Context: an optimization exercise on an open-source flow, tuned for small area. The choices shown serve that exercise and are no tape-out recipe.
Only simulation tests tie the RTL to the original design; equivalence was not proved.
Power figures rest on the tool's default switching activity, not on a simulated workload.

<file path="config.mk">
export PLATFORM = sky130hd
export DESIGN_NAME = Seven_Segment
export DESIGN_NICKNAME = Seven_Segment
export VERILOG_FILES = /design/flow/design.v
export SDC_FILE = /design/flow/constraint.sdc
export NUM_CORES = 4
export LEC_CHECK = 0
export ABC_AREA = 1
export CAP_MARGIN = 20
export CORE_MARGIN = 2
export CORE_UTILIZATION = 40
export SLEW_MARGIN = 20
</file>
<file path="constraint.sdc">
create_clock -name core_clock -period 5.0 [get_ports {CLK}]
set_input_delay 1.0000 -clock core_clock [delete_from_list [all_inputs] [get_ports {CLK}]]
set_output_delay 1.0000 -clock core_clock [all_outputs]
set_load 0.01 [all_outputs]
</file>
<file path="design.v">
module debouncer(
    input CLK,
    input rst,
    input mask,
    input switch_input,
    output trans_dn
    );
reg sync_0, sync_1;
always @(posedge CLK)
begin
  sync_0 <= switch_input;
  sync_1 <= sync_0;
end
wire level = sync_1 & ~mask;
reg [4:0] count;
reg state;
wire idle = (state == level);
wire finished = &count;
always @(posedge CLK)
begin
  if (idle)
    count <= 5'd0;
  else
    count <= count + 5'd1;
end
always @(posedge CLK)
begin
  if (rst)
    state <= 1'b0;
  else if (~idle & finished)
    state <= ~state;
end
assign trans_dn = ~idle & finished & ~state;
endmodule
module decoder_7_seg(
   input [3:0] D,
   output reg [7:0] SEG
   );
always @(*)
begin
	case(D)
    4'd0: SEG = 8'b10000001;
    4'd1: SEG = 8'b11110011;
    4'd2: SEG = 8'b01001001;
    4'd3: SEG = 8'b01100001;
    4'd4: SEG = 8'b00110011;
    4'd5: SEG = 8'b00100101;
    4'd6: SEG = 8'b00000101;
    4'd7: SEG = 8'b11110001;
    4'd8: SEG = 8'b00000001;
    4'd9: SEG = 8'b00100001;
    4'hA: SEG = 8'b00010001;
    4'hB: SEG = 8'b00000111;
    4'hC: SEG = 8'b10001101;
    4'hD: SEG = 8'b01000011;
    4'hE: SEG = 8'b00001101;
    default: SEG = 8'b00011101;
	endcase
end
endmodule
module display_7_seg(
    input CLK,
    input rst,
    input [15:0] digits,
    output step,
    output tick,
    output p0,
    output early,
    output [4:0] c_out,
    output [7:0] SEG,
    output [3:0] DIGIT
    );
reg [4:0] p5;
reg [4:0] c;
wire c0 = (c == 5'd0);
assign step = (p5 == 5'd24);
assign tick = step & ((c == 5'd9) | (c == 5'd19));
assign p0 = (p5 == 5'd0);
assign early = c0 & (p5[4:1] == 4'd0);
assign c_out = c;
always @(posedge CLK)
begin
  if (rst)
  begin
    p5 <= 5'd0;
    c <= 5'd0;
  end
  else if (step)
  begin
    p5 <= 5'd0;
    c <= (c[4] & c[2]) ? 5'd1 : c + 5'd1;
  end
  else
    p5 <= p5 + 5'd1;
end
assign DIGIT = c0 ? 4'b0000 : ~(4'b0001 << (c[1:0] - 2'd1));
wire [1:0] sel = c[1:0] - 2'd1 - {1'b0, p0};
wire [3:0] d = digits[{sel, 2'b00} +: 4];
wire [7:0] code;
decoder_7_seg decoder(.D (d), .SEG (code));
assign SEG = (p0 & c0) ? 8'd0 : code;
endmodule
module Seven_Segment(
    input CLK,
    input rst,
    input switch_up,
    input switch_clear,
    input switch_stop,
    output [7:0] SEG,
    output [3:0] DIGIT,
    output reg [23:0] io_led
    );
wire step, tick, p0, early;
wire [4:0] c;
reg [15:0] B;
display_7_seg display(.CLK (CLK), .rst (rst), .digits (B), .step (step),
		.tick (tick), .p0 (p0), .early (early), .c_out (c),
		.SEG (SEG), .DIGIT (DIGIT));
wire s_up, s_clear, s_stop;
debouncer d1(.CLK (CLK), .rst (rst), .mask (early), .switch_input (switch_up), .trans_dn (s_up));
debouncer d2(.CLK (CLK), .rst (rst), .mask (early), .switch_input (switch_clear), .trans_dn (s_clear));
debouncer d3(.CLK (CLK), .rst (rst), .mask (early), .switch_input (switch_stop), .trans_dn (s_stop));
reg run, dir;
always @(posedge CLK)
begin
  if (rst)
  begin
    run <= 1'b0;
    dir <= 1'b1;
  end
  else if (s_stop)
    run <= ~run;
  else if (s_clear)
    run <= 1'b0;
  else if (s_up)
  begin
    run <= 1'b1;
    dir <= run & ~dir;
  end
end
wire cnt = tick & run;
wire clr_led = rst | (s_clear & ~cnt);
wire [24:0] tog;
assign tog[0] = cnt;
genvar gi;
generate
  for (gi = 0; gi < 24; gi = gi + 1)
  begin : led
    assign tog[gi+1] = tog[gi] & ~(io_led[gi] ^ dir);
    always @(posedge CLK)
      io_led[gi] <= ~clr_led & (io_led[gi] ^ tog[gi]);
  end
endgenerate
reg Z, W, cp, cd, ce;
wire tick_prev = (c == 5'd1) | (c == 5'd11);    
wire tick_now  = (c == 5'd10) | (c == 5'd20);   
always @(posedge CLK)
begin
  if (step)
  begin
    ce <= s_clear;
    if (tick)
    begin
      cp <= run;
      cd <= dir;
    end
  end
  if (rst)
    cp <= 1'b0;
end
always @(posedge CLK)
begin
  if (rst)
  begin
    Z <= 1'b1;
    W <= 1'b0;
  end
  else if (p0)
  begin
    Z <= s_clear | (ce & ~(tick_now & cp));
    W <= ce & tick_now & cp & ~s_clear;
  end
  else if (~step)
  begin
    Z <= Z | s_clear;
    W <= W & ~s_clear;
  end
end
function [3:0] bump;
  input [3:0] x;
  input up;
  begin
    if (up)
      bump = (x == 4'd9) ? 4'd0 : x + 4'd1;
    else
      bump = (x == 4'd0) ? 4'd9 : x - 4'd1;
  end
endfunction
wire [3:0] u = B[3:0], t = B[7:4], h = B[11:8], k = B[15:12];
wire cu = cd ? (u == 4'd9) : (u == 4'd0);
wire ct = cu & (cd ? (t == 4'd9) : (t == 4'd0));
wire ch = ct & (cd ? (h == 4'd9) : (h == 4'd0));
wire [15:0] B_counted = {
    ch ? bump(k, cd) : (W ? 4'd0 : k),
    ct ? bump(h, cd) : (W ? 4'd0 : h),
    cu ? bump(t, cd) : (W ? 4'd0 : t),
    bump(u, cd)};
always @(posedge CLK)
begin
  if (p0)
  begin
    if (Z)
      B <= 16'd0;
    else if (tick_prev & cp)
      B <= B_counted;
  end
end
endmodule
</file>
<file path="run.sh">
#!/bin/bash
# synth_recipe.tcl (not shown) runs the flow's synth.tcl, then flattens the netlist and writes it again
# the make line also repeats each setting of config.mk as NAME=value (left out here)
make -C /OpenROAD-flow-scripts/flow DESIGN_CONFIG=/design/flow/config.mk WORK_HOME=/design/flow/orfs CLKGATE_MAP_FILE= SYNTH_SCRIPT=/design/flow/synth_recipe.tcl finish
</file>
==> results_dict.tcl <==
set metrics [dict create \
    status "timing/DRC/antenna clean" \
    start_util_pct 41.54 \
    postRouteAntennaNets 0 \
    clockBufferDepth 2 \
    row_count 38 \
    layout_common_cells "103 x nand2_1, 92 x nor2_1, 87 x inv_1" \
    cp.required_ns 4.00 \
    cts_resized 0 \
    worstHoldPathType "flop to flop" \
    grt_use_met3_pct 3.773 \
    slew_headroom_pct 30.95 \
    setup_viol 0 \
    fin_nets 683 \
    ir_drop_mv 0.1844 \
    fin_crit_ns 4.609 \
    synth.cell_area_um2 4562 \
    die_h_um 110.8 \
    wl_per_cell_um 11.43 \
    worstMarginPinSlew_ns 1.034 \
    powerDensity_nw_per_um2 307.2 \
    drc 0 \
    core_um2 10980 \
    fmax_mhz 217.0 \
    synth.distinct_cells 49 \
    clkLatencyLatePin_ns 0.33 \
    holdWs_ns 0.3294 \
    synth-edff-count 18 \
    ios 41 \
    report.final.hold_viol_count 0 \
    grt_pass1_vias 3639 \
    drv_cap 0 \
    drive_gt1_share_pct 6.959 \
    die_x_um 110.8 \
    hp-start "d3.sync_0$_DFF_P_" \
    grt_usage_pct 15.38 \
    arrival_ns 3.61 \
    postCtsSetupBuffers 0 \
    ys_async_sr_fraction_pct 0 \
    synth-main-ff-cell "dfxtp_1" \
    area_growth_pct 18.51 \
    cellLeakagePower_nw 2.295 \
    grt_pass1_wl_um 16180 \
    dieArea_um2 12270 \
    syn_avg_cell_area_um2 7.430 \
    fin_worst_skew_ns 0.01032 \
    drv_slew 0 \
    busiest_layer "met2" \
    syn_inst 614 \
    min_to "d3.sync_1$_DFF_P_" \
    grtUsageMet1_pct 19.01 \
    drt-total-wl_um 9155 \
    final.setup.tns_ns 0 \
    ys_seq_area_share_pct 39.50 \
    fin_crit_sh_pct 92.19 \
    clk_pin_slew_ns 0.07 \
    ys_warn_count 4 \
    critical_path_class "flop to primary output" \
    fillCellCount 1059 \
    cts_hold_buf 0 \
    synth_nets 641 \
    drt_iter0_drc 271 \
    clock-sinks 81 \
    h-tree-depth 3 \
    reg2reg_to "io_led[12]$_DFF_P_" \
    worst_setup_path_start_kind "flop" \
    cts_tree "built" \
    rsz0062_at_grt "no" \
    grt_max_degree 30 \
    cts_root_buf "clkbuf_16" \
    worstRegToRegCells 11 \
    global_route.usage.met2_pct 26.46 \
    layout_commonest_cell "nand2_1" \
    first_pass_iters 6 \
    hpwl_um 6845 \
    path_max_fanout 15 \
    numCtsBuffers 9 \
    antenna_found_initial 0 \
    route.vias.total 3877 \
    n_antenna_cell 0 \
    gp_congestion 0.8920 \
    timing.rr.start "display.c[0]$_SDFFE_PP0N_" \
    ys_ff_latch 81 \
    endpoint_kind "primary output" \
    whs_path_depth 0 \
    overflow 0 \
    numPortBuffers 40 \
    regArea_um2 1802 \
    routed_via_density 4.840 \
    rrSetupSlack_ns 2.25 \
    multi_input_area_um2 2360 \
]
==> report_power, final <==
group	switching, W	internal [W]
logic	0.000154	0.0000984
clock network	0.000282	0.000397
registers	0.0000292	0.000701
total	0.000465	0.00120
==> registers in the layout, indices dropped and copies added, names as in the netlist, 5 cells and up <==
name        flops
io_led         24
B              16
d1.count        5
d2.count        5
d3.count        5
display.c       5
display.p5      5
==> how the worst max path moves through the flow <==
stage / start / to / slack (ns) / cells past startpoint
global placement: display.p5[0]$_SDFF_PP0_ / SEG[4] / 0.65 / 14
floorplan: display.p5[0]$_SDFF_PP0_ / SEG[4] / 1.17 / 13
finish: display.p5[1]$_SDFF_PP0_ / SEG[4] / 0.39 / 14
global route: display.p5[1]$_SDFF_PP0_ / SEG[4] / 0.009 / 14
CTS: display.p5[1]$_SDFF_PP0_ / SEG[4] / 0.19 / 14
detailed placement: display.p5[0]$_SDFF_PP0_ / SEG[4] / 0.55 / 14
==> critical path: stages (launching register included) <==
cell             delay [ns]
dfxtp_1                0.34
inv_1                  0.06
ha_1                   0.18
nand2_4                0.08
nor2_1                 0.27
ha_1                   0.43
nand2_1                0.12
o21ai_0                0.08
o21ai_1                0.29
inv_1                  0.15
ha_1                   0.23
or2_2                  0.32
a32oi_1                0.19
nor2_1                 0.06
clkdlybuf4s50_1        0.49
==> through the flow <==
step           total power, W  utilization, %  instances  cell area, um2  worst slack, ns
3_5_place_dp        0.0009957           46.41        785            5097           0.5513
6_report             0.001661           49.23        801            5406           0.3907
4_1_cts              0.001685           49.23        801            5406           0.1949
3_3_place_gp        0.0009915           46.41        785            5097           0.6534
5_1_grt              0.001748           49.23        801            5406         0.009446
2_1_floorplan       0.0009156               -        614            4562            1.175
==> synth_stat cells, types with 4 or more instances <==
cell type / n / share of area [%]
o21ai_0: 39 / 4.3
nor2_1: 92 / 7.6
a21oi_1: 50 / 5.5
a31oi_1: 4 / 0.55
o211ai_1: 8 / 1.3
dfxtp_1: 63 / 28
ha_1: 22 / 6.0
xor2_1: 18 / 3.5
clkbuf_1: 6 / 0.49
inv_1: 87 / 7.2
inv_2: 6 / 0.49
nand3_1: 27 / 3.0
o21ai_1: 7 / 0.77
nor3_1: 10 / 1.1
nand2_1: 103 / 8.5
or2_2: 5 / 0.69
edfxtp_1: 18 / 12
==> layer usage <==
layer / wire (um) / up-vias
met3: 343 / 4
li1: - / 2089
met4: 69 / 0
met1: 4333 / 1730
met5: 0 / -
met2: 4409 / 54
==> layout make-up <==
class / count / area share [%]
timing repair buffer: 41 / 7.545
inverter: 94 / 6.526
clock buffer: 9 / 4.166
clock inverter: 7 / 1.551
multi-input combinational: 429 / 43.65
tap: 140 / 3.240
sequential: 81 / 33.33
==> logic make-up (layout without fill, tap and decap cells) <==
group	after synthesis	after routing	share of synthesized area, %
simple gates	263	263	26.60
compound gates	124	124	15.22
buf+inv	104	151	8.776
flops	81	81	39.50
fa+ha+maj	22	22	6.034
xor+xnor	19	19	3.648
mux	1	1	0.2194

## re-timing with driven ports
The flow's constraints put no driver on any port. The routed layout listed below was extracted and timed again, unchanged, in two steps. Step 1 (the two cells are an assumption about what drives the block):
set clk [get_ports {CLK}]
set_driving_cell -lib_cell sky130_fd_sc_hd__clkbuf_16 $clk
set_driving_cell -lib_cell sky130_fd_sc_hd__buf_2 [delete_from_list [all_inputs] $clk]
Step 2 moves the port delays by t, midway between the first and last clock arrival at a register: inputs arrive t later, outputs are due t later. That takes back most of the time a late clock gives input paths. Three values: ideal, step 1, step 2; two values: the first two.
shift t [ns]: 0.360
setup WS [ns]: 0.391 / 0.354 / 0.715
hold slack, ns: 0.329 / 0.329 / 0.329
clock arrival spread, ns: 0.010 / 0.011
pins driven straight from the clock port: 1
After both steps this run still meets setup and hold. For this run, drivers alone change the setup slack by -0.037 ns; drivers and shift together by +0.324 ns.
